This design comes from an exercise in tuning for small area and a short achievable clock period on the open sky130 flow, not from production work. Only simulation tests tie the RTL to the original design; equivalence was not proved.

===== flow/run.sh =====
#!/bin/bash
# Layout flow: the standard flow (standard.sh) with these changes.
#  1. Synthesis skips Yosys's internal "abc -fast" before extract_fa, so the
#     full adders written in the RTL are extracted as written.
#  2. The final abc mapping uses flow/abc_area.script (area mapping), except
#     for the modules in FLOW_FAST_MODULES, which keep their hierarchy until
#     the standard flow's script flattens the design and are mapped with
#     flow/abc_fast.script (delay mapping).
#  3. Ports are buffered with sky130_fd_sc_hd__buf_1 cells.
# Registers and their names are those of the standard synthesis.
set -euo pipefail
here=$(pwd)
{
  head -n 1 synth_recipe.tcl
  cat flow/synth_overrides.tcl
  tail -n +2 synth_recipe.tcl
} > flow_synth.tcl
export FLOW_ABC_AREA="$here/flow/abc_area.script"
export FLOW_ABC_FAST="$here/flow/abc_fast.script"
export FLOW_FAST_MODULES="pabs"
bash standard.sh SYNTH_SCRIPT="$here/flow_synth.tcl" \
  "BUFFER_PORTS_ARGS=-buffer_cell sky130_fd_sc_hd__buf_1" SETUP_SLACK_MARGIN=47.1 finish > flow_standard.log 2>&1

===== flow/abc_area.script =====
strash
dch
amap
strash
dch
amap
topo

===== flow/abc_fast.script =====
strash
map
topo

===== flow/synth_overrides.tcl =====
# Overrides for the standard flow's synthesis script (see run.sh).
# synth: the fine stage runs without Yosys's internal "abc -fast", so that
# extract_fa sees the full adders as the RTL writes them.  Modules listed in
# FLOW_FAST_MODULES keep their hierarchy until the end of synthesis (the standard flow's
# script flattens everything before writing the netlist).
proc synth {args} {
  if {[lsearch -exact $args "fine:"] >= 0} {
    yosys synth -nofsm -noshare -noabc {*}$args
  } else {
    if {[info exists ::env(FLOW_FAST_MODULES)]} {
      foreach m $::env(FLOW_FAST_MODULES) {
        yosys setattr -mod -set keep_hierarchy 1 $m
      }
    }
    yosys synth -nofsm -noshare {*}$args
  }
}
# abc: modules in FLOW_FAST_MODULES are mapped with FLOW_ABC_FAST, the rest
# with FLOW_ABC_AREA.
proc abc {args} {
  set i [lsearch -exact $args "-script"]
  if {$i < 0 || ![info exists ::env(FLOW_ABC_AREA)]} {
    yosys abc {*}$args
    return
  }
  set rest [list]
  if {[info exists ::env(FLOW_FAST_MODULES)]} {
    foreach m $::env(FLOW_FAST_MODULES) {
      if {[lindex [yosys select -count $m] 0] == 0} { continue }
      set a $args
      lset a [expr {$i + 1}] $::env(FLOW_ABC_FAST)
      yosys abc {*}$a $m
    }
    set rest [list $::env(DESIGN_NAME)]
  }
  set a $args
  lset a [expr {$i + 1}] $::env(FLOW_ABC_AREA)
  yosys abc {*}$a {*}$rest
}

===== standard.sh =====
#!/bin/bash
# synth_recipe.tcl (not shown) runs the flow's synth.tcl, then flattens the netlist and writes it again
# the make line also repeats each setting of config.mk as NAME=value (left out here)
make -C /OpenROAD-flow-scripts/flow DESIGN_CONFIG=/design/flow/config.mk WORK_HOME=/design/flow/orfs CLKGATE_MAP_FILE= SYNTH_SCRIPT=/design/flow/synth_recipe.tcl "${@:-finish}"

===== config.mk =====
export PLATFORM = sky130hd
export DESIGN_NAME = Posit_Multiplier
export DESIGN_NICKNAME = Posit_Multiplier
export VERILOG_FILES = /design/flow/design.v
export SDC_FILE = /design/flow/constraint.sdc
export NUM_CORES = 4
export LEC_CHECK = 0
export CAP_MARGIN = 60
export CORE_MARGIN = 2
export CORE_UTILIZATION = 40
export SLEW_MARGIN = 60

===== constraint.sdc =====
create_clock -name core_clock -period 60.0 [get_ports {clk}]
set_input_delay 12.0000 -clock core_clock [delete_from_list [all_inputs] [get_ports {clk}]]
set_output_delay 12.0000 -clock core_clock [all_outputs]
set_load 0.01 [all_outputs]

===== design.v =====
module pabs(input s, input [14:0] x, output [14:0] m);
  reg [14:0] p;
  integer k;
  always @* begin
    p = x;
    for (k = 1; k < 15; k = k * 2)
      p = p | (p << k);
  end
  assign m = x ^ ({15{s}} & {p[13:0], 1'b0});
endmodule
module pneg(input s, input [14:0] x, output [14:0] m);
  reg [14:0] p;
  integer k;
  always @* begin
    p = x;
    for (k = 1; k < 15; k = k * 2)
      p = p | (p << k);
  end
  assign m = x ^ ({15{s}} & {p[13:0], 1'b0});
endmodule
module pdec(input [14:0] m, output [3:0] sh, output [1:0] e, output [10:0] f);
  wire [15:0] d = {m[13:0] ^ {14{m[14]}}, 2'b11};
  wire [3:0] z4;
  wire [1:0] c4 [0:3];
  genvar i;
  generate for (i = 0; i < 4; i = i + 1) begin : g4
    wire [3:0] v = d[4*i+3:4*i];
    assign z4[i] = ~|v;
    assign c4[i] = v[3] ? 2'd0 : v[2] ? 2'd1 : v[1] ? 2'd2 : 2'd3;
  end endgenerate
  wire n3 = z4[3] & z4[2];
  wire n2 = n3 ? z4[1] : z4[3];
  wire [1:0] lo = n3 ? (z4[1] ? c4[0] : c4[1]) : (z4[3] ? c4[2] : c4[3]);
  assign sh = {n3, n2, lo};
  wire [12:0] t0 = m[12:0];
  wire [12:0] t1 = sh[3] ? {t0[4:0], 8'b0} : t0;
  wire [12:0] t2 = sh[2] ? {t1[8:0], 4'b0} : t1;
  wire [12:0] t3 = sh[1] ? {t2[10:0], 2'b0} : t2;
  wire [12:0] t4 = sh[0] ? {t3[11:0], 1'b0} : t3;
  assign e = t4[12:11];
  assign f = t4[10:0];
endmodule
module prip #(parameter W = 8) (input [W-1:0] x, input [W-1:0] y, input ci, output [W-1:0] s);
  wire [W:0] c;
  assign c[0] = ci;
  genvar i;
  generate for (i = 0; i < W; i = i + 1) begin : g
    assign s[i] = x[i] ^ y[i] ^ c[i];
    assign c[i+1] = (x[i] & y[i]) | (x[i] & c[i]) | (y[i] & c[i]);
  end endgenerate
endmodule
module Posit_Multiplier(A1, B1, clk, reset, OUT);
  input [0:15] A1, B1;
  input clk, reset;
  output reg [0:15] OUT;
  wire [14:0] ma_in, mb_in;
  pabs u_aa(A1[0], A1[1:15], ma_in);
  pabs u_ab(B1[0], B1[1:15], mb_in);
  reg sa, sb;
  reg [14:0] ma, mb;
  reg rst_d;
  wire [15:0] res;
  always @(posedge clk) begin
    sa <= A1[0];
    sb <= B1[0];
    ma <= ma_in;
    mb <= mb_in;
    rst_d <= reset;
    OUT <= res & {16{~reset}};
  end
  wire [3:0] sha, shb;
  wire [1:0] ea, eb;
  wire [10:0] fa, fb;
  pdec u_da(ma, sha, ea, fa);
  pdec u_db(mb, shb, eb, fb);
  wire [12:0] r;
  pmul_core u_m(fa, fb, r);
  wire c = r[12] | r[11];                  
  wire p22 = ~r[11];                       
  wire [6:0] sca = {~ma[14], sha ^ {4{~ma[14]}}, ea};
  wire [6:0] scb = {~mb[14], shb ^ {4{~mb[14]}}, eb};
  wire [7:0] s0;
  prip #(8) u_sc({sca[6], sca}, {scb[6], scb}, 1'b0, s0);
  wire neg = s0[7];                        
  wire [4:0] q = s0[6:2] ^ {5{neg}};       
  wire [1:0] fe = s0[1:0];
  wire f3 = &fe;                           
  wire m1 = &s0[7:2];                      
  wire za = ~|ma;
  wire zb = ~|mb;
  wire z = (za & ~sa) | (zb & ~sb) | rst_d;
  wire n = ((za & sa) | (zb & sb)) & ~z;
  wire so = ~z & (n | (sa ^ sb));
  wire rb = ~neg & ~z & ~n;                
  wire frc = z | n | q[4];
  reg [14:0] v0;
  always @* begin
    if (!c)
      v0 = {~neg, neg, fe, r[10:0]};
    else if (!f3)
      v0 = {~neg, neg, fe[1] ^ fe[0], ~fe[0], p22, r[10:1]};
    else if (!neg)
      v0 = {5'b11000, p22, r[10:2]};
    else if (m1)
      v0 = {4'b1000, p22, r[10:1]};
    else
      v0 = {3'b100, p22, r[10:0]};
  end
  wire [14:0] v1 = q[3] ? {{8{~neg}}, v0[14:8]} : v0;
  wire [14:0] v2 = q[2] ? {{4{~neg}}, v1[14:4]} : v1;
  wire [14:0] v3 = q[1] ? {{2{~neg}}, v2[14:2]} : v2;
  wire [14:0] v4 = q[0] ? {~neg, v3[14:1]} : v3;
  wire [14:0] body = frc ? {15{rb}} : v4;
  wire [14:0] ob;
  pneg u_on(so, body, ob);
  assign res = {so, ob};
endmodule
module pmul_core(input [10:0] fa, input [10:0] fb, output [12:0] r);
  wire [120:0] pp;
  genvar gi, gj;
  generate for (gi = 0; gi < 11; gi = gi + 1) begin : g_i
    for (gj = 0; gj < 11; gj = gj + 1) begin : g_j
      assign pp[gi*11+gj] = fa[gi] & fb[gj];
    end
  end endgenerate
  wire n1, n2, n3, n4, n5, n6, n7, n8, n9, n10, n11, n12, n13, n14, n15, n16, n17, n18, n19, n20;
  wire n21, n22, n23, n24, n25, n26, n27, n28, n29, n30, n31, n32, n33, n34, n35, n36, n37, n38, n39, n40;
  wire n41, n42, n43, n44, n45, n46, n47, n48, n49, n50, n51, n52, n53, n54, n55, n56, n57, n58, n59, n60;
  wire n61, n62, n63, n64, n65, n66, n67, n68, n69, n70, n71, n72, n73, n74, n75, n76, n77, n78, n79, n80;
  wire n81, n82, n83, n84, n85, n86, n87, n88, n89, n90, n91, n92, n93, n94, n95, n96, n97, n98, n99, n100;
  wire n101, n102, n103, n104, n105, n106, n107, n108, n109, n110, n111, n112, n113, n114, n115, n116, n117, n118, n119, n120;
  wire n121, n122, n123, n124, n125, n126, n127, n128, n129, n130, n131, n132, n133, n134, n135, n136, n137, n138, n139, n140;
  wire n141, n142, n143, n144, n145, n146, n147, n148, n149, n150, n151, n152, n153, n154, n155, n156, n157, n158, n159, n160;
  wire n161, n162, n163, n164, n165, n166, n167, n168, n169, n170, n171, n172, n173, n174, n175, n176, n177, n178, n179, n180;
  wire n181, n182, n183, n184, n185, n186, n187, n188, n189, n190, n191, n192, n193, n194, n195, n196, n197, n198, n199, n200;
  wire n201, n202, n203, n204, n205, n206, n207, n208, n209, n210, n211, n212, n213, n214, n215, n216, n217, n218, n219, n220;
  wire n221, n222, n223, n224, n225, n226, n227, n228, n229, n230, n231, n232, n233, n234, n235, n236, n237, n238, n239, n240;
  wire n241, n242, n243, n244, n245, n246, n247, n248, n249, n250, n251, n252, n253, n254, n255, n256, n257, n258, n259, n260;
  wire n261, n262, n263, n264, n265, n266, n267, n268, n269, n270, n271, n272, n273, n274, n275, n276, n277, n278, n279, n280;
  wire n281, n282, n283, n284, n285, n286, n287, n288, n289, n290, n291, n292;
  assign n1 = pp[9] ^ pp[19];
  assign n2 = pp[9] & pp[19];
  assign n3 = pp[10] ^ pp[20] ^ pp[30];
  assign n4 = (pp[10] & pp[20]) | (pp[10] & pp[30]) | (pp[20] & pp[30]);
  assign n5 = pp[40] ^ pp[50];
  assign n6 = pp[40] & pp[50];
  assign n7 = pp[21] ^ pp[31] ^ pp[41];
  assign n8 = (pp[21] & pp[31]) | (pp[21] & pp[41]) | (pp[31] & pp[41]);
  assign n9 = pp[51] ^ pp[61] ^ pp[71];
  assign n10 = (pp[51] & pp[61]) | (pp[51] & pp[71]) | (pp[61] & pp[71]);
  assign n11 = pp[81] ^ pp[91];
  assign n12 = pp[81] & pp[91];
  assign n13 = pp[32] ^ pp[42] ^ pp[52];
  assign n14 = (pp[32] & pp[42]) | (pp[32] & pp[52]) | (pp[42] & pp[52]);
  assign n15 = pp[62] ^ pp[72] ^ pp[82];
  assign n16 = (pp[62] & pp[72]) | (pp[62] & pp[82]) | (pp[72] & pp[82]);
  assign n17 = pp[92] ^ pp[102];
  assign n18 = pp[92] & pp[102];
  assign n19 = pp[43] ^ pp[53] ^ pp[63];
  assign n20 = (pp[43] & pp[53]) | (pp[43] & pp[63]) | (pp[53] & pp[63]);
  assign n21 = pp[73] ^ pp[83] ^ pp[93];
  assign n22 = (pp[73] & pp[83]) | (pp[73] & pp[93]) | (pp[83] & pp[93]);
  assign n23 = pp[54] ^ pp[64] ^ pp[74];
  assign n24 = (pp[54] & pp[64]) | (pp[54] & pp[74]) | (pp[64] & pp[74]);
  assign n25 = pp[6] ^ pp[16];
  assign n26 = pp[6] & pp[16];
  assign n27 = pp[7] ^ pp[17] ^ pp[27];
  assign n28 = (pp[7] & pp[17]) | (pp[7] & pp[27]) | (pp[17] & pp[27]);
  assign n29 = pp[37] ^ pp[47];
  assign n30 = pp[37] & pp[47];
  assign n31 = pp[8] ^ pp[18] ^ pp[28];
  assign n32 = (pp[8] & pp[18]) | (pp[8] & pp[28]) | (pp[18] & pp[28]);
  assign n33 = pp[38] ^ pp[48] ^ pp[58];
  assign n34 = (pp[38] & pp[48]) | (pp[38] & pp[58]) | (pp[48] & pp[58]);
  assign n35 = pp[68] ^ pp[78];
  assign n36 = pp[68] & pp[78];
  assign n37 = n1 ^ pp[29] ^ pp[39];
  assign n38 = (n1 & pp[29]) | (n1 & pp[39]) | (pp[29] & pp[39]);
  assign n39 = pp[49] ^ pp[59] ^ pp[69];
  assign n40 = (pp[49] & pp[59]) | (pp[49] & pp[69]) | (pp[59] & pp[69]);
  assign n41 = pp[79] ^ pp[89] ^ pp[99];
  assign n42 = (pp[79] & pp[89]) | (pp[79] & pp[99]) | (pp[89] & pp[99]);
  assign n43 = n3 ^ n5 ^ pp[60];
  assign n44 = (n3 & n5) | (n3 & pp[60]) | (n5 & pp[60]);
  assign n45 = pp[70] ^ pp[80] ^ pp[90];
  assign n46 = (pp[70] & pp[80]) | (pp[70] & pp[90]) | (pp[80] & pp[90]);
  assign n47 = pp[100] ^ pp[110] ^ n2;
  assign n48 = (pp[100] & pp[110]) | (pp[100] & n2) | (pp[110] & n2);
  assign n49 = n7 ^ n9 ^ n11;
  assign n50 = (n7 & n9) | (n7 & n11) | (n9 & n11);
  assign n51 = pp[101] ^ pp[111] ^ fa[0];
  assign n52 = (pp[101] & pp[111]) | (pp[101] & fa[0]) | (pp[111] & fa[0]);
  assign n53 = fb[0] ^ n4 ^ n6;
  assign n54 = (fb[0] & n4) | (fb[0] & n6) | (n4 & n6);
  assign n55 = n13 ^ n15 ^ n17;
  assign n56 = (n13 & n15) | (n13 & n17) | (n15 & n17);
  assign n57 = pp[112] ^ fa[1] ^ fb[1];
  assign n58 = (pp[112] & fa[1]) | (pp[112] & fb[1]) | (fa[1] & fb[1]);
  assign n59 = n8 ^ n10 ^ n12;
  assign n60 = (n8 & n10) | (n8 & n12) | (n10 & n12);
  assign n61 = n19 ^ n21 ^ pp[103];
  assign n62 = (n19 & n21) | (n19 & pp[103]) | (n21 & pp[103]);
  assign n63 = pp[113] ^ fa[2] ^ fb[2];
  assign n64 = (pp[113] & fa[2]) | (pp[113] & fb[2]) | (fa[2] & fb[2]);
  assign n65 = n14 ^ n16 ^ n18;
  assign n66 = (n14 & n16) | (n14 & n18) | (n16 & n18);
  assign n67 = n23 ^ pp[84] ^ pp[94];
  assign n68 = (n23 & pp[84]) | (n23 & pp[94]) | (pp[84] & pp[94]);
  assign n69 = pp[104] ^ pp[114] ^ fa[3];
  assign n70 = (pp[104] & pp[114]) | (pp[104] & fa[3]) | (pp[114] & fa[3]);
  assign n71 = fb[3] ^ n20 ^ n22;
  assign n72 = (fb[3] & n20) | (fb[3] & n22) | (n20 & n22);
  assign n73 = pp[65] ^ pp[75] ^ pp[85];
  assign n74 = (pp[65] & pp[75]) | (pp[65] & pp[85]) | (pp[75] & pp[85]);
  assign n75 = pp[95] ^ pp[105] ^ pp[115];
  assign n76 = (pp[95] & pp[105]) | (pp[95] & pp[115]) | (pp[105] & pp[115]);
  assign n77 = fa[4] ^ fb[4] ^ n24;
  assign n78 = (fa[4] & fb[4]) | (fa[4] & n24) | (fb[4] & n24);
  assign n79 = pp[76] ^ pp[86] ^ pp[96];
  assign n80 = (pp[76] & pp[86]) | (pp[76] & pp[96]) | (pp[86] & pp[96]);
  assign n81 = pp[106] ^ pp[116] ^ fa[5];
  assign n82 = (pp[106] & pp[116]) | (pp[106] & fa[5]) | (pp[116] & fa[5]);
  assign n83 = pp[87] ^ pp[97] ^ pp[107];
  assign n84 = (pp[87] & pp[97]) | (pp[87] & pp[107]) | (pp[97] & pp[107]);
  assign n85 = pp[4] ^ pp[14];
  assign n86 = pp[4] & pp[14];
  assign n87 = pp[5] ^ pp[15] ^ pp[25];
  assign n88 = (pp[5] & pp[15]) | (pp[5] & pp[25]) | (pp[15] & pp[25]);
  assign n89 = pp[35] ^ pp[45];
  assign n90 = pp[35] & pp[45];
  assign n91 = n25 ^ pp[26] ^ pp[36];
  assign n92 = (n25 & pp[26]) | (n25 & pp[36]) | (pp[26] & pp[36]);
  assign n93 = pp[46] ^ pp[56] ^ pp[66];
  assign n94 = (pp[46] & pp[56]) | (pp[46] & pp[66]) | (pp[56] & pp[66]);
  assign n95 = n27 ^ n29 ^ pp[57];
  assign n96 = (n27 & n29) | (n27 & pp[57]) | (n29 & pp[57]);
  assign n97 = pp[67] ^ pp[77] ^ n26;
  assign n98 = (pp[67] & pp[77]) | (pp[67] & n26) | (pp[77] & n26);
  assign n99 = n31 ^ n33 ^ n35;
  assign n100 = (n31 & n33) | (n31 & n35) | (n33 & n35);
  assign n101 = pp[88] ^ n28 ^ n30;
  assign n102 = (pp[88] & n28) | (pp[88] & n30) | (n28 & n30);
  assign n103 = n37 ^ n39 ^ n41;
  assign n104 = (n37 & n39) | (n37 & n41) | (n39 & n41);
  assign n105 = n32 ^ n34 ^ n36;
  assign n106 = (n32 & n34) | (n32 & n36) | (n34 & n36);
  assign n107 = n43 ^ n45 ^ n47;
  assign n108 = (n43 & n45) | (n43 & n47) | (n45 & n47);
  assign n109 = n38 ^ n40 ^ n42;
  assign n110 = (n38 & n40) | (n38 & n42) | (n40 & n42);
  assign n111 = n49 ^ n51 ^ n53;
  assign n112 = (n49 & n51) | (n49 & n53) | (n51 & n53);
  assign n113 = n44 ^ n46 ^ n48;
  assign n114 = (n44 & n46) | (n44 & n48) | (n46 & n48);
  assign n115 = n55 ^ n57 ^ n59;
  assign n116 = (n55 & n57) | (n55 & n59) | (n57 & n59);
  assign n117 = n50 ^ n52 ^ n54;
  assign n118 = (n50 & n52) | (n50 & n54) | (n52 & n54);
  assign n119 = n61 ^ n63 ^ n65;
  assign n120 = (n61 & n63) | (n61 & n65) | (n63 & n65);
  assign n121 = n56 ^ n58 ^ n60;
  assign n122 = (n56 & n58) | (n56 & n60) | (n58 & n60);
  assign n123 = n67 ^ n69 ^ n71;
  assign n124 = (n67 & n69) | (n67 & n71) | (n69 & n71);
  assign n125 = n62 ^ n64 ^ n66;
  assign n126 = (n62 & n64) | (n62 & n66) | (n64 & n66);
  assign n127 = n73 ^ n75 ^ n77;
  assign n128 = (n73 & n75) | (n73 & n77) | (n75 & n77);
  assign n129 = n68 ^ n70 ^ n72;
  assign n130 = (n68 & n70) | (n68 & n72) | (n70 & n72);
  assign n131 = n79 ^ n81 ^ fb[5];
  assign n132 = (n79 & n81) | (n79 & fb[5]) | (n81 & fb[5]);
  assign n133 = n74 ^ n76 ^ n78;
  assign n134 = (n74 & n76) | (n74 & n78) | (n76 & n78);
  assign n135 = n83 ^ pp[117] ^ fa[6];
  assign n136 = (n83 & pp[117]) | (n83 & fa[6]) | (pp[117] & fa[6]);
  assign n137 = fb[6] ^ n80 ^ n82;
  assign n138 = (fb[6] & n80) | (fb[6] & n82) | (n80 & n82);
  assign n139 = pp[98] ^ pp[108] ^ pp[118];
  assign n140 = (pp[98] & pp[108]) | (pp[98] & pp[118]) | (pp[108] & pp[118]);
  assign n141 = fa[7] ^ fb[7] ^ n84;
  assign n142 = (fa[7] & fb[7]) | (fa[7] & n84) | (fb[7] & n84);
  assign n143 = pp[109] ^ pp[119] ^ fa[8];
  assign n144 = (pp[109] & pp[119]) | (pp[109] & fa[8]) | (pp[119] & fa[8]);
  assign n145 = pp[3] ^ pp[13];
  assign n146 = pp[3] & pp[13];
  assign n147 = n85 ^ pp[24] ^ pp[34];
  assign n148 = (n85 & pp[24]) | (n85 & pp[34]) | (pp[24] & pp[34]);
  assign n149 = n87 ^ n89 ^ pp[55];
  assign n150 = (n87 & n89) | (n87 & pp[55]) | (n89 & pp[55]);
  assign n151 = n91 ^ n93 ^ n88;
  assign n152 = (n91 & n93) | (n91 & n88) | (n93 & n88);
  assign n153 = n95 ^ n97 ^ n92;
  assign n154 = (n95 & n97) | (n95 & n92) | (n97 & n92);
  assign n155 = n99 ^ n101 ^ n96;
  assign n156 = (n99 & n101) | (n99 & n96) | (n101 & n96);
  assign n157 = n103 ^ n105 ^ n100;
  assign n158 = (n103 & n105) | (n103 & n100) | (n105 & n100);
  assign n159 = n107 ^ n109 ^ n104;
  assign n160 = (n107 & n109) | (n107 & n104) | (n109 & n104);
  assign n161 = n111 ^ n113 ^ n108;
  assign n162 = (n111 & n113) | (n111 & n108) | (n113 & n108);
  assign n163 = n115 ^ n117 ^ n112;
  assign n164 = (n115 & n117) | (n115 & n112) | (n117 & n112);
  assign n165 = n119 ^ n121 ^ n116;
  assign n166 = (n119 & n121) | (n119 & n116) | (n121 & n116);
  assign n167 = n123 ^ n125 ^ n120;
  assign n168 = (n123 & n125) | (n123 & n120) | (n125 & n120);
  assign n169 = n127 ^ n129 ^ n124;
  assign n170 = (n127 & n129) | (n127 & n124) | (n129 & n124);
  assign n171 = n131 ^ n133 ^ n128;
  assign n172 = (n131 & n133) | (n131 & n128) | (n133 & n128);
  assign n173 = n135 ^ n137 ^ n132;
  assign n174 = (n135 & n137) | (n135 & n132) | (n137 & n132);
  assign n175 = n139 ^ n141 ^ n136;
  assign n176 = (n139 & n141) | (n139 & n136) | (n141 & n136);
  assign n177 = n143 ^ fb[8] ^ n140;
  assign n178 = (n143 & fb[8]) | (n143 & n140) | (fb[8] & n140);
  assign n179 = pp[120] ^ fa[9] ^ fb[9];
  assign n180 = (pp[120] & fa[9]) | (pp[120] & fb[9]) | (fa[9] & fb[9]);
  assign n181 = pp[2] ^ pp[12];
  assign n182 = pp[2] & pp[12];
  assign n183 = n145 ^ pp[23] ^ pp[33];
  assign n184 = (n145 & pp[23]) | (n145 & pp[33]) | (pp[23] & pp[33]);
  assign n185 = n147 ^ pp[44] ^ n146;
  assign n186 = (n147 & pp[44]) | (n147 & n146) | (pp[44] & n146);
  assign n187 = n149 ^ n86 ^ n148;
  assign n188 = (n149 & n86) | (n149 & n148) | (n86 & n148);
  assign n189 = n151 ^ n90 ^ n150;
  assign n190 = (n151 & n90) | (n151 & n150) | (n90 & n150);
  assign n191 = n153 ^ n94 ^ n152;
  assign n192 = (n153 & n94) | (n153 & n152) | (n94 & n152);
  assign n193 = n155 ^ n98 ^ n154;
  assign n194 = (n155 & n98) | (n155 & n154) | (n98 & n154);
  assign n195 = n157 ^ n102 ^ n156;
  assign n196 = (n157 & n102) | (n157 & n156) | (n102 & n156);
  assign n197 = n159 ^ n106 ^ n158;
  assign n198 = (n159 & n106) | (n159 & n158) | (n106 & n158);
  assign n199 = n161 ^ n110 ^ n160;
  assign n200 = (n161 & n110) | (n161 & n160) | (n110 & n160);
  assign n201 = n163 ^ n114 ^ n162;
  assign n202 = (n163 & n114) | (n163 & n162) | (n114 & n162);
  assign n203 = n165 ^ n118 ^ n164;
  assign n204 = (n165 & n118) | (n165 & n164) | (n118 & n164);
  assign n205 = n167 ^ n122 ^ n166;
  assign n206 = (n167 & n122) | (n167 & n166) | (n122 & n166);
  assign n207 = n169 ^ n126 ^ n168;
  assign n208 = (n169 & n126) | (n169 & n168) | (n126 & n168);
  assign n209 = n171 ^ n130 ^ n170;
  assign n210 = (n171 & n130) | (n171 & n170) | (n130 & n170);
  assign n211 = n173 ^ n134 ^ n172;
  assign n212 = (n173 & n134) | (n173 & n172) | (n134 & n172);
  assign n213 = n175 ^ n138 ^ n174;
  assign n214 = (n175 & n138) | (n175 & n174) | (n138 & n174);
  assign n215 = n177 ^ n142 ^ n176;
  assign n216 = (n177 & n142) | (n177 & n176) | (n142 & n176);
  assign n217 = n179 ^ n144 ^ n178;
  assign n218 = (n179 & n144) | (n179 & n178) | (n144 & n178);
  assign n219 = fa[10] ^ fb[10] ^ n180;
  assign n220 = (fa[10] & fb[10]) | (fa[10] & n180) | (fb[10] & n180);
  assign n221 = pp[1] & pp[11];
  assign n222 = (n181 & pp[22]) | (n181 & n221) | (pp[22] & n221);
  assign n223 = (n183 & n182) | (n183 & n222) | (n182 & n222);
  assign n224 = (n185 & n184) | (n185 & n223) | (n184 & n223);
  assign n225 = (n187 & n186) | (n187 & n224) | (n186 & n224);
  assign n226 = (n189 & n188) | (n189 & n225) | (n188 & n225);
  assign n227 = (n191 & n190) | (n191 & n226) | (n190 & n226);
  assign n228 = (n193 & n192) | (n193 & n227) | (n192 & n227);
  assign n229 = (n195 & n194) | (n195 & n228) | (n194 & n228);
  assign n230 = n197 ^ n196;
  assign n231 = n197 & n196;
  assign n232 = n199 ^ n198;
  assign n233 = n199 & n198;
  assign n234 = n201 ^ n200;
  assign n235 = n201 & n200;
  assign n236 = n203 ^ n202;
  assign n237 = n203 & n202;
  assign n238 = n205 ^ n204;
  assign n239 = n205 & n204;
  assign n240 = n207 ^ n206;
  assign n241 = n207 & n206;
  assign n242 = n209 ^ n208;
  assign n243 = n209 & n208;
  assign n244 = n211 ^ n210;
  assign n245 = n211 & n210;
  assign n246 = n213 ^ n212;
  assign n247 = n213 & n212;
  assign n248 = n215 ^ n214;
  assign n249 = n215 & n214;
  assign n250 = n217 ^ n216;
  assign n251 = n217 & n216;
  assign n252 = n219 ^ n218;
  assign n253 = n219 & n218;
  assign n254 = n231 | (n230 & n229);
  assign n255 = n233 | (n232 & n254);
  assign n256 = n237 | (n236 & n235);
  assign n257 = n236 & n234;
  assign n258 = n241 | (n240 & n239);
  assign n259 = n240 & n238;
  assign n260 = n245 | (n244 & n243);
  assign n261 = n244 & n242;
  assign n262 = n249 | (n248 & n247);
  assign n263 = n248 & n246;
  assign n264 = n253 | (n252 & n251);
  assign n265 = n252 & n250;
  assign n266 = n256 | (n257 & n255);
  assign n267 = n260 | (n261 & n258);
  assign n268 = n261 & n259;
  assign n269 = n264 | (n265 & n262);
  assign n270 = n265 & n263;
  assign n271 = n267 | (n268 & n266);
  assign n272 = n269 | (n270 & n271);
  assign n273 = n258 | (n259 & n266);
  assign n274 = n262 | (n263 & n271);
  assign n275 = n235 | (n234 & n255);
  assign n276 = n239 | (n238 & n266);
  assign n277 = n243 | (n242 & n273);
  assign n278 = n247 | (n246 & n271);
  assign n279 = n251 | (n250 & n274);
  assign n280 = 1'b0 | (n220 & n272);
  assign n281 = n232 ^ n254;
  assign n282 = n234 ^ n255;
  assign n283 = n236 ^ n275;
  assign n284 = n238 ^ n266;
  assign n285 = n240 ^ n276;
  assign n286 = n242 ^ n273;
  assign n287 = n244 ^ n277;
  assign n288 = n246 ^ n271;
  assign n289 = n248 ^ n278;
  assign n290 = n250 ^ n274;
  assign n291 = n252 ^ n279;
  assign n292 = n220 ^ n272;
  assign r[0] = n281;
  assign r[1] = n282;
  assign r[2] = n283;
  assign r[3] = n284;
  assign r[4] = n285;
  assign r[5] = n286;
  assign r[6] = n287;
  assign r[7] = n288;
  assign r[8] = n289;
  assign r[9] = n290;
  assign r[10] = n291;
  assign r[11] = n292;
  assign r[12] = n280;
endmodule

==> results of run 1 <==
==> kinds of logic (layout without fill, tap and decap cells) <==
| family | count (synthesis) | after routing | synth area share |
|---|---|---|---|
| DFF | 49 | 49 | 0.130 |
| and+or+nand+nor | 398 | 398 | 0.215 |
| AOI/OAI and AO/OA | 281 | 281 | 0.250 |
| adders and majority gates | 140 | 140 | 0.341 |
| buffers and inverters | 104 | 170 | 0.0526 |
| xor gates and xnor gates | 10 | 10 | 0.0116 |
==> routing by layer <==
metal / global-route usage / part of all wire / up-vias
met2: 0.366 / 0.48 / 181
met5: 0 / 0 / -
met1: 0.288 / 0.46 / 3429
li1: - / - / 3617
met4: 0.0558 / 0.023 / 0
met3: 0.0165 / 0.034 / 35
==> tightest hold or removal path: stages, from the launching register on <==
cell and delay (ns):
dfxtp_1 0.31, nor2_1 0.04, o21ai_0 0.06, buf_4 0.20, nor2_1 0.05
==> sequential cells by signal, indices dropped and copies added (netlist names) <==
| name | flops |
|---|---|
| sa | 1 |
| mb | 15 |
| OUT | 16 |
| sb | 1 |
| rst_d | 1 |
| ma | 15 |
==> per-module statistics from Yosys, one instance, submodules excluded <==
module	cell area, µm²	cells
Posit_Multiplier	6740	818
pabs	417	82
==> what timing repair did <==
action / CTS / global route
gates resized for setup: 4 / 41
endpoints found under the setup margin: 6 / 15
hold buffers: 0 / 0
setup buffers: 0 / 5
pin swaps: 0 / 2
==> stage by stage <==
step / worst slack, ns / utilization / area [µm²]
after floorplan: 47.30 / - / 7570
after detailed placement: 46.85 / 0.435 / 8110
after global routing: 47.09 / 0.453 / 8450
after CTS: 47.18 / 0.445 / 8300
after global placement: 46.41 / 0.433 / 8070
final: 47.23 / 0.453 / 8450
==> cells in the final DEF, fill, tap and decap left out, types with 5 or more instances in the layout <==
cell	Yosys	routed
a31oi_1	9	8
nand3_1	9	9
o21ai_0	34	29
o22ai_1	80	73
fa_1	111	111
o211ai_1	14	14
nor3_1	8	7
nor2b_1	6	6
xnor2_1	6	6
nand2_1	82	82
nand4_1	19	19
ha_1	29	28
buf_1	0	46
a21oi_1	39	37
a211oi_1	16	16
dfxtp_1	49	47
inv_2	0	17
buf_4	2	10
o21bai_1	16	16
o221ai_1	10	8
o22ai_2	0	7
o32a_1	9	9
o22a_1	14	14
clkinv_1	102	79
nor2_1	258	254
clkbuf_16	0	5
a22oi_1	21	20
==> final timing paths <==
kind          start  endpoint  slack [ns]  depth (start not counted)
max          OUT[7]    OUT[7]       47.23                          1
min           rst_d    OUT[0]        0.72                          4
max reg2reg  mb[14]    OUT[1]       48.30                         51
min reg2reg   rst_d    OUT[0]        0.72                          4
==> layout make-up <==
type / instances / area (µm²)
clock buffer: 7 / 143
tap: 234 / 293
inverter: 102 / 402
multi-input combinational: 829 / 6330
sequential: 49 / 988
fill: 1922 / 10200
timing repair buffer: 60 / 268
clock inverter: 1 / 30.0
==> results.ini, run 1 <==
[grt]
grt_max_degree=21
antenna_found_initial=0
gr-total-overflow=0
grt_usage=0.212
grt_pass1_wl_um=34900
grt_pass1_vias=7052

[cts]
clk_path_buf_depth=2
clkTransAtPathRegs_ns=0.07
htreeDepth=2
insertion_delay_ns=0.29
clkSinkCount=49
cts_buffers=5
cts_tree=built
ctsRootBufferMaster=clkbuf_16

[floorplan]
dieArea_mm2=0.0200
die_w_um=142
initial_utilization=0.406
design.core.area_mm2=0.0186
fp.dieH_um=142
rows=50
io_pins=50

[worst_setup_path]
required_ns=48.00
path_class=reg2out
crit_slowest_cell=dfxtp_1
crit_chain=buf_1
startpoint_type=flip-flop
crit_buf_inv=1
critPathCaptureType=output port
cp_data_arrival_time_ns=0.77
crit_family=flip-flops
crit_path_max_incr_delay_ns=0.32
crit_fanout=1

[timing]
holdWs_ns=0.715
worstMarginPinSlew_ns=0.496
hold_viol=0
tns_ns=0
grt_setup_unrepaired=false
setup_viol=0
finalCritPeriodShare=0.213
slew_headroom=0.667
skew_ns=0.00842
period_needed_ns=12.77
fmax_ghz=0.0783
drv_slew=0

[outcome]
status=finished clean

[yosys]
yosysWarnings=4
ys_top_cells_by_area=fa_1, dfxtp_1, nor2_1
synth-async-reset-ratio=0
yosysSeqAreaShare=0.130
yosysTopAreaCellShare=0.294
ys_ff_latch=49
netlist_instances=982
synth.avg_cell_area_um2=7.71
netlist-cell-type-count=45
synthFlopType=dfxtp_1
yosysMostFrequentCell=nor2_1
synth-edff-count=0
synth_area_leader_cell=fa_1
synth_nets=1156
synth_area_mm2=0.00757
synthTopCellsByCount=nor2_1, fa_1, clkinv_1

[place]
hpwl_um=16300
gp_congestion=0.890
io_buffers=49
dp.cells=1268

[final_layout]
nets=1221
syn2layout_area_growth_pct=11.6
instances_no_fill=1282
num_antenna_cells=0
drive_gt1_frac=0.0630

[drt]
wl_per_cell_um=15.8
viasPerCell=5.66
drt_iter0_markers=379
ant_nets=0
wirelength_um=20300
drc=0
vias=7262
first_pass_iters=5

[hold_path]
hold_path_class=reg2reg

[job]
maxCapViolations=0

==> inputs of run 2 (changes only) <==
--- a/config.mk
+++ b/config.mk
@@ -7,5 +7,8 @@
 export LEC_CHECK = 0
-export CAP_MARGIN = 60
+export CAP_MARGIN = 20
 export CORE_MARGIN = 2
 export CORE_UTILIZATION = 40
-export SLEW_MARGIN = 60
+export CTS_BUF_LIST = sky130_fd_sc_hd__clkbuf_16
+export CTS_CLUSTER_DIAMETER = 500
+export CTS_CLUSTER_SIZE = 50
+export SLEW_MARGIN = 20
==> results.ini, run 2 <==
[worst_setup_path]
crit_fanout=1
path_class=reg2out
crit_family=flip-flops
required_ns=48.00
critPathCaptureType=output port
crit_chain=buf_1
startpoint_type=flip-flop
crit_path_max_incr_delay_ns=0.34
crit_slowest_cell=dfxtp_1
cp_data_arrival_time_ns=0.78
r2r_setup_slack_ns=48.32
crit_buf_inv=1

[timing]
slew_headroom=0.351
drv_slew=0
setup_viol=0
holdWs_ns=0.724
grt_setup_unrepaired=false
skew_ns=0.00972
finalCritPeriodShare=0.213
worstMarginPinSlew_ns=0.974
period_needed_ns=12.78
tns_ns=0
hold_viol=0
fmax_ghz=0.0783

[drt]
ant_nets=0
first_pass_iters=5
drc=0
wl_per_cell_um=15.9
drt_iter0_markers=392
vias=7332
viasPerCell=5.71
wirelength_um=20400

[yosys]
yosysTopAreaCellShare=0.294
netlist-cell-type-count=45
ys_top_cells_by_area=fa_1, dfxtp_1, nor2_1
synth_area_mm2=0.00757
yosysWarnings=4
synth-async-reset-ratio=0
synthTopCellsByCount=nor2_1, fa_1, clkinv_1
yosysMostFrequentCell=nor2_1
yosysSeqAreaShare=0.130
ys_ff_latch=49
synthFlopType=dfxtp_1
synth-edff-count=0
synth_area_leader_cell=fa_1
synth.avg_cell_area_um2=7.71
netlist_instances=982
synth_nets=1156

[cts]
insertion_delay_ns=0.29
ctsRootBufferMaster=clkbuf_16
cts_tree=built
clkTransAtPathRegs_ns=0.07
cts_buffers=5
htreeDepth=2
clk_path_buf_depth=2
clkSinkCount=49
hold_buffers=0

[final_layout]
reg.largest.list=OUT x16, ma x15, mb x15
syn2layout_area_growth_pct=11.3
num_antenna_cells=0
drive_gt1_frac=0.0639
nets=1222
largest_register_ffs=16
final_cell_mix=nor2_1, fa_1, nand2_1, clkinv_1, o22ai_1
layout_commonest_cell=nor2_1
largest-register=OUT

[job]
maxCapViolations=0

[floorplan]
dieArea_mm2=0.0200
rows=50
die_w_um=142
fp.dieH_um=142
io_pins=50
design.core.area_mm2=0.0186
initial_utilization=0.406

[place]
hpwl_um=16300
io_buffers=49
gp_congestion=0.890

[grt]
grt_max_degree=21
gr-total-overflow=0
antenna_found_initial=0
grt_pass1_wl_um=34600
grt_usage=0.210
grt_pass1_vias=7011

[outcome]
status=finished clean

[hold_path]
hold_path_class=reg2reg

==> run 2: cells by family after synthesis <==
family                   after synthesis  share of synthesized area
AO/OA/AOI/OAI                        281                      0.250
XOR/XNOR                              10                     0.0116
adder cells (fa/ha/maj)              140                      0.341
buffers and inverters                104                     0.0526
flip-flops                            49                      0.130
AND/OR/NAND/NOR                      398                      0.215
==> run 2: cell type report <==
cell class | instances | area (µm²)
clock buffer | 5 | 125
tap | 234 | 293
sequential | 49 | 986
clock inverter | 3 | 11.3
fill | 1952 | 10200
inverter | 102 | 423
multi-input combinational | 829 | 6310
timing repair buffer | 61 | 277
==> run 2: layer usage <==
| layer | up-vias | track usage | wire length (µm) |
|---|---|---|---|
| met2 | 172 | 0.361 | 9800 |
| met1 | 3502 | 0.289 | 9460 |
| li1 | 3628 | - | - |
| met4 | 0 | 0.0595 | 476 |
| met5 | - | 0 | 0 |
| met3 | 30 | 0.0132 | 684 |
==> run 2: timing repair <==
| action | in CTS | in global routing |
|---|---|---|
| setup endpoints to repair | 29 | 15 |
| gates resized for setup | 13 | 49 |
| gates cloned | 0 | 0 |
| pin swaps | 0 | 1 |
| buffers inserted | 0 | 7 |
==> run 2: final timing paths <==
kind                from  depth (start not counted)     end
setup / recovery  OUT[1]                          1  OUT[1]
hold / removal     rst_d                          4  OUT[0]
setup reg to reg  mb[14]                         53  OUT[1]
hold reg to reg    rst_d                          4  OUT[0]
==> run 2: modules after synthesis (local to each module, per instance) <==
module / times used / flip-flops and latches / cells inside / area, µm²
Posit_Multiplier: 1 / 49 / 818 / 6740
pabs: 2 / 0 / 82 / 417
==> run 2: metrics by stage <==
step | utilization | worst slack, ns | instance area [µm²] | std cells
2_1_floorplan | - | 47.30 | 7570 | 982
3_3_place_gp | 0.433 | 46.41 | 8070 | 1268
3_5_place_dp | 0.433 | 46.32 | 8070 | 1268
4_1_cts | 0.442 | 47.20 | 8240 | 1276
5_1_grt | 0.452 | 47.11 | 8420 | 1283
6_report | 0.452 | 47.22 | 8420 | 1283
==> inputs of run 3 (changes only) <==
--- a/design.v
+++ b/design.v
@@ -1,10 +1,19 @@
 module pabs(input s, input [14:0] x, output [14:0] m);
-  reg [14:0] p;
-  integer k;
-  always @* begin
-    p = x;
-    for (k = 1; k < 15; k = k * 2)
-      p = p | (p << k);
-  end
-  assign m = x ^ ({15{s}} & {p[13:0], 1'b0});
+  wire [15:0] xx = {1'b0, x};
+  wire [3:0] g;
+  wire [15:0] w;    
+  genvar i;
+  generate for (i = 0; i < 4; i = i + 1) begin : gg
+    assign g[i] = |xx[4*i+3:4*i];
+    assign w[4*i] = 1'b0;
+    assign w[4*i+1] = xx[4*i];
+    assign w[4*i+2] = xx[4*i] | xx[4*i+1];
+    assign w[4*i+3] = xx[4*i] | xx[4*i+1] | xx[4*i+2];
+  end endgenerate
+  wire [3:0] pg = {g[0] | g[1] | g[2], g[0] | g[1], g[0], 1'b0};
+  wire [15:0] o;
+  generate for (i = 0; i < 16; i = i + 1) begin : go
+    assign o[i] = s & (pg[i/4] | w[i]);
+  end endgenerate
+  assign m = x ^ o[14:0];
 endmodule
--- a/flow/run.sh
+++ b/flow/run.sh
@@ -21,2 +21,2 @@
 bash standard.sh SYNTH_SCRIPT="$here/flow_synth.tcl" \
-  "BUFFER_PORTS_ARGS=-buffer_cell sky130_fd_sc_hd__buf_1" SETUP_SLACK_MARGIN=47.1 finish > flow_standard.log 2>&1
+  "BUFFER_PORTS_ARGS=-buffer_cell sky130_fd_sc_hd__buf_1" SETUP_SLACK_MARGIN=47.3 finish > flow_standard.log 2>&1
--- a/config.mk
+++ b/config.mk
@@ -10,4 +10,4 @@
 export CORE_UTILIZATION = 40
-export CTS_BUF_LIST = sky130_fd_sc_hd__clkbuf_16
-export CTS_CLUSTER_DIAMETER = 500
+export CTS_BUF_LIST = sky130_fd_sc_hd__clkbuf_8
+export CTS_CLUSTER_DIAMETER = 300
 export CTS_CLUSTER_SIZE = 50
==> results.ini, run 3 <==
[yosys]
ys_top_cells_by_area=fa_1, dfxtp_1, nor2_1
synth.avg_cell_area_um2=7.86
synthFlopType=dfxtp_1
yosysSeqAreaShare=0.133
synth-edff-count=0
netlist_instances=940
yosysWarnings=3
yosysTopAreaCellShare=0.301
ys_ff_latch=49
synth-async-reset-ratio=0
synth_area_leader_cell=fa_1
yosysMostFrequentCell=nor2_1
synth_nets=1114
synthTopCellsByCount=nor2_1, fa_1, clkinv_1
synth_area_mm2=0.00739
netlist-cell-type-count=44

[timing]
grt_setup_unrepaired=true
finalCritPeriodShare=0.213
hold_viol=0
setup_viol=0
skew_ns=0.0148
period_needed_ns=12.76
tns_ns=0
slew_headroom=0.390
drv_slew=0
worstMarginPinSlew_ns=0.915
fmax_ghz=0.0784

[worst_setup_path]
r2r_end=OUT[1]
startpoint_type=flip-flop
crit_slowest_cell=dfxtp_1
required_ns=48.00
path_class=reg2out
r2r_start=mb[14]
reg2reg_depth=52
critPathCaptureType=output port
crit_family=flip-flops
crit_fanout=1
cp_data_arrival_time_ns=0.76
r2r_setup_slack_ns=48.34
crit_buf_inv=1
crit_path_max_incr_delay_ns=0.33
crit_chain=buf_2

[cts]
ctsRootBufferMaster=clkbuf_8
insertion_delay_ns=0.32
cts_tree=built
cts_buffers=5
clkSinkCount=49
clk_path_buf_depth=2
htreeDepth=2
clkTransAtPathRegs_ns=0.10
hold_buffers=0

[drt]
dr_wl_met3_um=715
drt_iter0_markers=441
wl_met1_um=8830
wirelength_um=19600
vias=7080
ant_nets=0
wl_met2_um=9510
drc=0
highest_layer=met4
wl_per_cell_um=15.8
viasPerCell=5.70
first_pass_iters=7

[job]
maxCapViolations=0

[final_layout]
drive_gt1_frac=0.121
multi_input_area_mm2=0.00623
nets=1186
regArea_um2=993
n_fill_cell=1803
layout_commonest_cell=nor2_1
largest_register_ffs=16
instances_no_fill=1242
syn2layout_area_growth_pct=15.2
final_cell_mix=nor2_1, fa_1, o22ai_1, clkinv_1, nand2_1
num_antenna_cells=0
largest-register=OUT
reg.largest.list=OUT x16, ma x15, mb x15

[place]
io_buffers=49
gp_congestion=0.915
hpwl_um=15400
dp.cells=1222

[floorplan]
design.core.area_mm2=0.0180
fp.dieH_um=140
rows=49
die_w_um=140
initial_utilization=0.410
io_pins=50
dieArea_mm2=0.0196

[hold_path]
worstHoldStart=rst_d
hold_path_class=reg2reg
hold_end=OUT[0]
hold_path_depth=4

[grt]
grt_pass1_wl_um=33200
grt_pass1_vias=6795
grt_usage=0.203
gr-total-overflow=0
grt_max_degree=21
antenna_found_initial=0

[outcome]
status=finished clean

-- run 3: cell types whose count changed after synthesis, moves of 4 or more --
cell,previous run,this run
nor2_1,258,242
o21ai_0,34,42
o211ai_1,14,8
nand3b_1,4,0
xor2_1,4,8
o311ai_0,1,5
nor3_1,8,14
nand2_1,82,62
nand4_1,19,7
o21bai_1,16,8
-- run 3: Yosys stat by module, one instance, submodules excluded --
| module | cell area [µm²] | flip-flops and latches | copies in the design | cells |
|---|---|---|---|---|
| pabs | 325 | 0 | 2 | 61 |
| Posit_Multiplier | 6740 | 49 | 1 | 818 |
-- run 3: layout make-up --
type / instances / share of cell area
Clock inverter: 3 / 0.00809
Timing Repair Buffer: 67 / 0.0498
Multi-Input combinational cell: 789 / 0.733
Inverter: 100 / 0.0510
Sequential cell: 49 / 0.117
Clock buffer: 5 / 0.00809
Tap cell: 229 / 0.0337
-- run 3: cells by family (layout without fill, tap and decap cells) --
kind of cell / count (synthesis) / count (layout) / synth area share
adders and majority gates: 140 / 140 / 0.350
AOI/OAI and AO/OA: 283 / 283 / 0.255
and+or+nand+nor: 350 / 350 / 0.190
xor gates and xnor gates: 16 / 16 / 0.0190
buffers and inverters: 102 / 175 / 0.0528
DFF: 49 / 49 / 0.133
-- run 3: what timing repair did --
item / 4_1_cts / 5_1_grt
hold endpoints to repair: 0 / 0
resized for setup: 42 / 95
pin swaps: 5 / 16
buffers inserted: 5 / 5
setup endpoints to repair: 52 / 41
cloned: 0 / 2
-- run 3: how the worst max path moves through the flow --
stage	from	cells past startpoint	to
final	OUT[8]	1	OUT[8]
after detailed placement	mb[14]	49	OUT[1]
after global placement	mb[14]	56	OUT[1]
after global routing	OUT[13]	1	OUT[13]
after CTS	OUT[9]	1	OUT[9]
after floorplan	A1[14]	4	ma[13]
-- run 3: worst min-delay path, cell delays in order (launching register included) --
cell and delay [ns]:
dfxtp_1 0.31, nor2_1 0.05, o21ai_0 0.06, buf_4 0.20
nor2_1 0.05
-- run 3: metrics by stage --
| stage | util | area [µm²] | setup WS [ns] | hold WS, ns |
|---|---|---|---|---|
| 5_1_grt | 0.472 | 8510 | 47.20 | 0.817 |
| 6_report | 0.472 | 8510 | 47.24 | 0.708 |
| 3_3_place_gp | 0.439 | 7920 | 46.34 | 0.720 |
| 3_5_place_dp | 0.439 | 7920 | 46.24 | 0.718 |
| 4_1_cts | 0.454 | 8180 | 47.22 | 0.713 |
| 2_1_floorplan | - | 7420 | 47.03 | 0.823 |
-- run 3: layer usage --
metal	GRT usage	vias up
li1	-	3492
met1	0.280	3362
met2	0.340	193
met3	0.0150	33
met4	0.0700	0
met5	0	-
==> inputs of run 4 (changes only) <==
--- a/flow/run.sh
+++ b/flow/run.sh
@@ -21,2 +21,2 @@
 bash standard.sh SYNTH_SCRIPT="$here/flow_synth.tcl" \
-  "BUFFER_PORTS_ARGS=-buffer_cell sky130_fd_sc_hd__buf_1" SETUP_SLACK_MARGIN=47.3 finish > flow_standard.log 2>&1
+  "BUFFER_PORTS_ARGS=-buffer_cell sky130_fd_sc_hd__buf_1" SETUP_SLACK_MARGIN=47.15 finish > flow_standard.log 2>&1
==> results.ini, run 4 <==
[yosys]
netlist-cell-type-count=44
ys_ff_latch=49
ys_top_cells_by_area=fa_1, dfxtp_1, nor2_1
netlist_instances=940
synthFlopType=dfxtp_1
synthTopCellsByCount=nor2_1, fa_1, clkinv_1
yosysMostFrequentCell=nor2_1
yosysSeqAreaShare=0.133
synth.avg_cell_area_um2=7.86
synth_area_leader_cell=fa_1
yosysTopAreaCellShare=0.301
yosysWarnings=3
synth_area_mm2=0.00739
synth-edff-count=0
synth_nets=1114
synth-async-reset-ratio=0

[grt]
gr-total-overflow=0
grt_pass1_wl_um=32900
antenna_found_initial=0
grt_usage=0.203
grt_pass1_vias=6844
grt_max_degree=21

[place]
gp_congestion=0.908
io_buffers=49
hpwl_um=15400

[floorplan]
rows=49
fp.dieH_um=140
initial_utilization=0.410
design.core.area_mm2=0.0180
die_w_um=140
dieArea_mm2=0.0196
io_pins=50

[final_layout]
layout_commonest_cell=nor2_1
reg.largest.list=OUT x16, ma x15, mb x15
num_antenna_cells=0
nets=1177
regArea_um2=986
final_cell_mix=nor2_1, fa_1, clkinv_1, o22ai_1, nand2_1
n_fill_cell=1852
multi_input_area_mm2=0.00615
largest-register=OUT
drive_gt1_frac=0.0677
largest_register_ffs=16
syn2layout_area_growth_pct=11.1

[cts]
hold_buffers=0
clkSinkCount=49
htreeDepth=2
insertion_delay_ns=0.31
cts_buffers=5
clkTransAtPathRegs_ns=0.09
ctsRootBufferMaster=clkbuf_8
cts_tree=built
clk_path_buf_depth=2

[worst_setup_path]
crit_path_max_incr_delay_ns=0.33
cp_data_arrival_time_ns=0.79
crit_fanout=1
crit_family=flip-flops
crit_buf_inv=1
startpoint_type=flip-flop
crit_chain=buf_1
crit_slowest_cell=dfxtp_1
critPathCaptureType=output port
path_class=reg2out
required_ns=48.00

[drt]
drc=0
viasPerCell=5.67
first_pass_iters=5
vias=6988
wl_per_cell_um=15.7
drt_iter0_markers=424
wirelength_um=19300
ant_nets=0

[timing]
holdWs_ns=0.719
fmax_ghz=0.0782
hold_viol=0
drv_slew=0
slew_headroom=0.356
worstMarginPinSlew_ns=0.966
period_needed_ns=12.79
tns_ns=0
grt_setup_unrepaired=true
skew_ns=0.00830
finalCritPeriodShare=0.213
setup_viol=0

[hold_path]
hold_path_class=reg2reg

[job]
maxCapViolations=0

[outcome]
status=finished clean

-- run 4: cell types whose count changed in the layout (fill, tap and decap cells not counted), moves of 4 or more --
cell / change
dfxtp_2: -6
inv_2: +5
clkbuf_2: -5
nor2_1: +4
clkinv_2: -5
buf_2: -11
dfxtp_1: +6
buf_1: +26
buf_6: -12
buf_4: -6
-- run 4: through the flow --
stage | setup WS, ns | utilization | area [µm²] | instances
2_1_floorplan | 47.03 | - | 7420 | 940
3_3_place_gp | 46.28 | 0.439 | 7920 | 1222
3_5_place_dp | 46.22 | 0.439 | 7920 | 1222
4_1_cts | 47.18 | 0.449 | 8090 | 1233
5_1_grt | 47.13 | 0.455 | 8210 | 1233
6_report | 47.21 | 0.455 | 8210 | 1233
-- run 4: cell type report --
class / instances / area share
Sequential cell: 49 / 0.120
Tap cell: 229 / 0.0349
Inverter: 100 / 0.0496
Clock inverter: 2 / 0.00457
Timing Repair Buffer: 58 / 0.0309
Multi-Input combinational cell: 789 / 0.750
Clock buffer: 6 / 0.0101
-- run 4: modules after synthesis, one instance, submodules excluded --
module	cells	flops+latches	area, µm²
Posit_Multiplier	818	49	6740
pabs	61	0	325
-- run 4: path summary, 6_finish.rpt --
kind / from / to / slack (ns) / cells past startpoint
worst max-delay path: OUT[3] / OUT[3] / 47.21 / 1
worst min-delay path: rst_d / OUT[0] / 0.72 / 4
worst max register to register: mb[14] / OUT[1] / 48.22 / 53
worst min register to register: rst_d / OUT[0] / 0.72 / 4
-- run 4: logic make-up after synthesis --
logic type / share of synthesized area
adder cells (fa/ha/maj): 0.350
buffers and inverters: 0.0528
XOR/XNOR: 0.0190
flip-flops: 0.133
AO/OA/AOI/OAI: 0.255
AND/OR/NAND/NOR: 0.190
-- run 4: worst min-delay path, cell delays in order (launching register included) --
cell and delay [ns]:
dfxtp_1 0.31, nor2_1 0.05, o21ai_0 0.06, buf_4 0.21, nor2_1 0.05
-- run 4: layer usage --
layer	vias up	track usage	part of all wire
li1	3480	-	-
met1	3288	0.273	0.45
met2	180	0.341	0.48
met3	40	0.0178	0.037
met4	0	0.0816	0.034
met5	-	0	0
-- run 4: timing repair --
item / in CTS / in global routing
pin swaps: 2 / 0
hold endpoints to repair: 0 / 0
gates resized for setup: 13 / 46
setup buffers: 3 / 0
endpoints found under the setup margin: 32 / 17
==> inputs of run 5 (changes only) <==
--- a/flow/run.sh
+++ b/flow/run.sh
@@ -21,2 +21,2 @@
 bash standard.sh SYNTH_SCRIPT="$here/flow_synth.tcl" \
-  "BUFFER_PORTS_ARGS=-buffer_cell sky130_fd_sc_hd__buf_1" SETUP_SLACK_MARGIN=47.15 finish > flow_standard.log 2>&1
+  "BUFFER_PORTS_ARGS=-buffer_cell sky130_fd_sc_hd__buf_1" SETUP_SLACK_MARGIN=46.9 finish > flow_standard.log 2>&1
==> flow/abc_fast.script (replaced) <==
strash
map -D 600
topo
==> results.ini, run 5 <==
[final_layout]
reg.largest.list=OUT x16, ma x15, mb x15
regArea_um2=986
syn2layout_area_growth_pct=10.1
finalInstanceArea_mm2=0.00809
largest-register=OUT
final_cell_mix=nor2_1, fa_1, clkinv_1, o22ai_1, nand2_1
largest_register_ffs=16
fin_util=0.450
n_fill_cell=1848
layout_commonest_cell=nor2_1
nets=1173
multi_input_area_mm2=0.00603
instances_no_fill=1229
num_antenna_cells=0
drive_gt1_frac=0.0570

[worst_setup_path]
r2r_setup_slack_ns=48.01
reg2reg_depth=53
r2r_start=mb[14]
r2r_end=OUT[1]
critPathCaptureType=flip-flop
startpoint_type=input port
required_ns=60.20
cp_data_arrival_time_ns=13.07
path_class=in2reg
crit_fanout=7

[hold_path]
worstHoldStart=rst_d
hold_end=OUT[0]
hold_path_depth=4
hold_path_class=reg2reg

[timing]
hold_viol=0
fmax_ghz=0.0777
finalCritPeriodShare=0.215
slew_headroom=0.368
grt_setup_unrepaired=false
skew_ns=0.00539
worstMarginPinSlew_ns=0.948
drv_slew=0
setup_viol=0
period_needed_ns=12.88
setup_ws_ns=47.12
tns_ns=0

[drt]
first_pass_iters=6
drt_iter0_markers=452
vias=6969
drc=0
ant_nets=0
viasPerCell=5.67
wl_per_cell_um=15.9
wirelength_um=19500

[yosys]
synthFlopType=dfxtp_1
netlist-cell-type-count=43
yosysWarnings=3
synth_area_leader_cell=fa_1
synth_area_mm2=0.00734
yosysTopAreaCellShare=0.303
synthTopCellsByCount=nor2_1, fa_1, clkinv_1
synth_nets=1110
netlist_instances=936
synth-edff-count=0
yosysSeqAreaShare=0.134
ys_top_cells_by_area=fa_1, dfxtp_1, nor2_1
yosysMostFrequentCell=nor2_1
ys_ff_latch=49
synth.avg_cell_area_um2=7.85
synth-async-reset-ratio=0

[cts]
cts_tree=built
clk_path_buf_depth=2
clkTransAtPathRegs_ns=0.09
hold_buffers=0
htreeDepth=2
clkSinkCount=49
ctsRootBufferMaster=clkbuf_8
cts_buffers=5
insertion_delay_ns=0.31

[floorplan]
initial_utilization=0.409
die_w_um=140
fp.dieH_um=140
dieArea_mm2=0.0195
design.core.area_mm2=0.0180
io_pins=50
rows=49

[grt]
grt_max_degree=21
grt_pass1_vias=6777
grt_pass1_wl_um=33400
grt_usage=0.207
antenna_found_initial=0
gr-total-overflow=0

[place]
io_buffers=49
gp_congestion=0.916
place_area_mm2=0.00785
dp.cells=1218
dp_slack_ns=46.07
hpwl_um=15800

[outcome]
status=finished clean

[job]
maxCapViolations=0

[run 5: cell count changes after synthesis, moves of 6 or more]
cell	before	now
o211ai_1	8	0
xor2_1	8	16
o21ai_0	42	48
nand2_1	62	56
[run 5: cells by family after synthesis]
| family | count (synthesis) | synth area share |
|---|---|---|
| compound gates | 271 | 0.242 |
| fa+ha+maj | 140 | 0.352 |
| buf+inv | 106 | 0.0552 |
| simple gates | 348 | 0.191 |
| flops | 49 | 0.134 |
| xor+xnor | 22 | 0.0262 |
[run 5: worst max-delay path by stage]
stage,to,depth (start not counted),start
5_1_grt,ma[11],7,A1[15]
6_report,ma[14],7,A1[15]
2_1_floorplan,ma[11],6,A1[15]
3_3_place_gp,OUT[1],53,mb[14]
4_1_cts,OUT[1],54,ma[14]
3_5_place_dp,OUT[1],49,mb[14]
[run 5: metrics by stage]
stage	hold WS, ns
floorplan	0.823
global placement	0.727
detailed placement	0.735
CTS	0.738
global route	0.805
finish	0.733
[run 5: area by class of cell]
type,count,area share
multi-input combinational,781,0.746
sequential,49,0.122
inverter,104,0.0506
tap,229,0.0354
timing repair buffer,58,0.0327
clock buffer,5,0.00851
clock inverter,3,0.00526
[run 5: metal layers]
layer,up-vias,share of wire,GRT usage
met5,-,0,0
met4,0,0.025,0.0659
met3,20,0.042,0.0134
met2,198,0.47,0.342
met1,3316,0.46,0.292
li1,3435,-,-
[run 5: timing repair]
item	in CTS	in global routing
setup buffers	0	2
setup endpoints to repair	13	13
gates resized for setup	9	37
pin swaps	0	0
endpoints found under the hold margin	0	0
[run 5: worst max-delay path, stage by stage]
cell	delay [ns]
buf_1	0.09
nor2_1	0.24
nand4_1	0.30
nor3_1	0.26
nor2_1	0.06
nand2_1	0.06
nand2_1	0.06
[run 5: per-module statistics from Yosys, one instance, submodules excluded]
module	flip-flops and latches	area [µm²]	cells inside
Posit_Multiplier	49	6740	818
pabs	0	304	59
==> inputs of run 6 (changes only) <==
==> flow/abc_fast.script (replaced) <==
strash
map
topo
==> results.ini, run 6 <==
[drt]
wl_per_cell_um=15.4
wirelength_um=19000
drt_iter0_markers=493
drc=0
vias=7043
ant_nets=0
first_pass_iters=5
viasPerCell=5.71

[final_layout]
num_antenna_cells=0
final_cell_mix=nor2_1, fa_1, o22ai_1, clkinv_1, nand2_1
largest_register_ffs=16
largest-register=OUT
layout_commonest_cell=nor2_1
syn2layout_area_growth_pct=9.59
n_fill_cell=1848
drive_gt1_frac=0.0548
nets=1177
reg.largest.list=OUT x16, ma x15, mb x15

[yosys]
netlist-cell-type-count=44
synthTopCellsByCount=nor2_1, fa_1, clkinv_1
yosysMostFrequentCell=nor2_1
synth_area_leader_cell=fa_1
ys_ff_latch=49
yosysWarnings=3
synth-edff-count=0
yosysTopAreaCellShare=0.301
netlist_instances=940
synth_area_mm2=0.00739
yosysSeqAreaShare=0.133
synth_nets=1114
ys_top_cells_by_area=fa_1, dfxtp_1, nor2_1
synthFlopType=dfxtp_1
synth.avg_cell_area_um2=7.86
synth-async-reset-ratio=0

[cts]
cts_tree=built
insertion_delay_ns=0.31
clk_path_buf_depth=2
clkSinkCount=49
ctsRootBufferMaster=clkbuf_8
hold_buffers=0
cts_buffers=5
clkTransAtPathRegs_ns=0.10
htreeDepth=2

[outcome]
status=finished clean

[hold_path]
hold_path_depth=4
hold_path_class=reg2reg

[floorplan]
initial_utilization=0.410
dieArea_mm2=0.0196
die_w_um=140
io_pins=50
rows=49
design.core.area_mm2=0.0180
fp.dieH_um=140

[worst_setup_path]
reg2reg_depth=55
required_ns=60.20
crit_path_max_incr_delay_ns=0.31
critPathCaptureType=flip-flop
path_class=in2reg
cp_data_arrival_time_ns=13.09
startpoint_type=input port
crit_slowest_cell=nor2_1
crit_fanout=12
crit_chain=buf_1 -> nor2_1 -> nand4_1 -> buf_4 -> o311ai_0 -> nand2_1

[timing]
holdWs_ns=0.731
tns_ns=0
fmax_ghz=0.0776
period_needed_ns=12.89
skew_ns=0.00747
slew_headroom=0.369
grt_setup_unrepaired=true
setup_viol=0
drv_slew=0
finalCritPeriodShare=0.215
hold_viol=0
worstMarginPinSlew_ns=0.946

[grt]
gr-total-overflow=0
grt_usage=0.201
grt_max_degree=21
grt_pass1_wl_um=32900
grt_pass1_vias=6920
antenna_found_initial=0

[place]
io_buffers=49
gp_congestion=0.891
hpwl_um=15300

[job]
maxCapViolations=0

[run 6: changes by cell type in the layout (fill, tap and decap cells not counted), moves of 4 or more]
cell / before / now
o211ai_1: 0 / 8
a31oi_1: 7 / 11
o21bai_1: 4 / 8
nand2_1: 55 / 62
xor2_1: 16 / 8
clkinv_1: 79 / 75
o311ai_0: 1 / 5
o21ai_0: 45 / 39
[run 6: path summary, 6_finish.rpt]
check / start / end / slack, ns
max: A1[15] / ma[14] / 47.11
min: rst_d / OUT[0] / 0.73
max reg2reg: mb[14] / OUT[3] / 48.03
min reg2reg: rst_d / OUT[0] / 0.73
[run 6: per-module statistics from Yosys, one instance, submodules excluded]
module / flip-flops and latches / area [µm²]
Posit_Multiplier: 49 / 6740
pabs: 0 / 325
[run 6: cells by family (layout without fill, tap and decap cells)]
logic type	Yosys count	count (layout)	synth area share
buffers and inverters	102	166	0.0528
xor gates and xnor gates	16	16	0.0190
DFF	49	49	0.133
and+or+nand+nor	350	350	0.190
AOI/OAI and AO/OA	283	283	0.255
adders and majority gates	140	140	0.350
[run 6: worst max-delay path: cells and delay by family]
kind,cells,cell delay (ns)
compound gates,1,0.27
buf+inv,2,0.28
simple gates,3,0.53
[run 6: per-layer routing]
metal / GRT usage / routed length [µm] / up-vias
li1: - / - / 3487
met1: 0.275 / 8700 / 3331
met2: 0.340 / 9080 / 186
met3: 0.0123 / 646 / 39
met4: 0.0716 / 580 / 0
met5: 0 / 0 / -
[run 6: metrics by stage]
stage	area [µm²]	utilization	worst slack, ns	instances
floorplan	7390	-	46.88	940
CTS	8030	0.446	46.96	1233
global route	8100	0.449	46.87	1233
global placement	7890	0.438	46.35	1222
detailed placement	7890	0.438	46.36	1222
finish	8100	0.449	47.11	1233
[run 6: timing repair]
action | 4_1_cts | 5_1_grt
hold endpoints to repair | 0 | 0
setup endpoints to repair | 14 | 21
pin swaps | 2 | 0
gates resized for setup | 7 | 36
buffers inserted | 3 | 0
[run 6: cell type report]
class | count | area (µm²) | share of cell area
flip-flops and latches | 49 | 986 | 0.122
inverters | 100 | 387 | 0.0478
clock inverters | 3 | 43.8 | 0.00541
clock buffers | 5 | 68.8 | 0.00850
multi-input cells | 789 | 6070 | 0.750
repair buffers | 58 | 254 | 0.0314
well taps | 229 | 287 | 0.0354

==> separate check: timing with driven ports <==
No port has a modelled driver above. Below, the same layouts with a new extraction and two added sets of constraints.
Step 1, drivers: a clkbuf_16 drives clk and a buf_2 each remaining input, both assumed.
Step 2, shift: input delay + t, output delay - t, t = (earliest + latest rising clock arrival at the registers) / 2. This alone moves slack from input paths to output paths.
Three values: ideal, step 1, step 2; two values: the first two.
| run | shift t [ns] | slack for setup (ns) | hold slack, ns | worst setup path at the end | worst data-port slew with drivers (ns) |
|---|---|---|---|---|---|
| run 1 | 0.329 | 47.226 / 47.185 / 46.941 | 0.715 / 0.715 / 0.715 | input to register | 0.03 |
| run 2 | 0.329 | 47.221 / 47.178 / 46.949 | 0.724 / 0.724 / 0.724 | input to register | 0.03 |
| run 3 | 0.343 | 47.238 / 47.205 / 46.965 | 0.708 / 0.708 / 0.708 | input to register | 0.04 |
| run 4 | 0.342 | 47.212 / 47.180 / 46.937 | 0.719 / 0.719 / 0.719 | input to register | 0.03 |
| run 5 | 0.342 | 47.124 / 47.131 / 46.789 | 0.733 / 0.733 / 0.733 | input to register | 0.04 |
| run 6 | 0.342 | 47.111 / 47.123 / 46.781 | 0.731 / 0.731 / 0.731 | input to register | 0.03 |
After both steps every run listed still meets setup and hold. The setup slack of run 5, which loses most, moves by +0.007 ns with the drivers and by -0.335 ns with both steps.
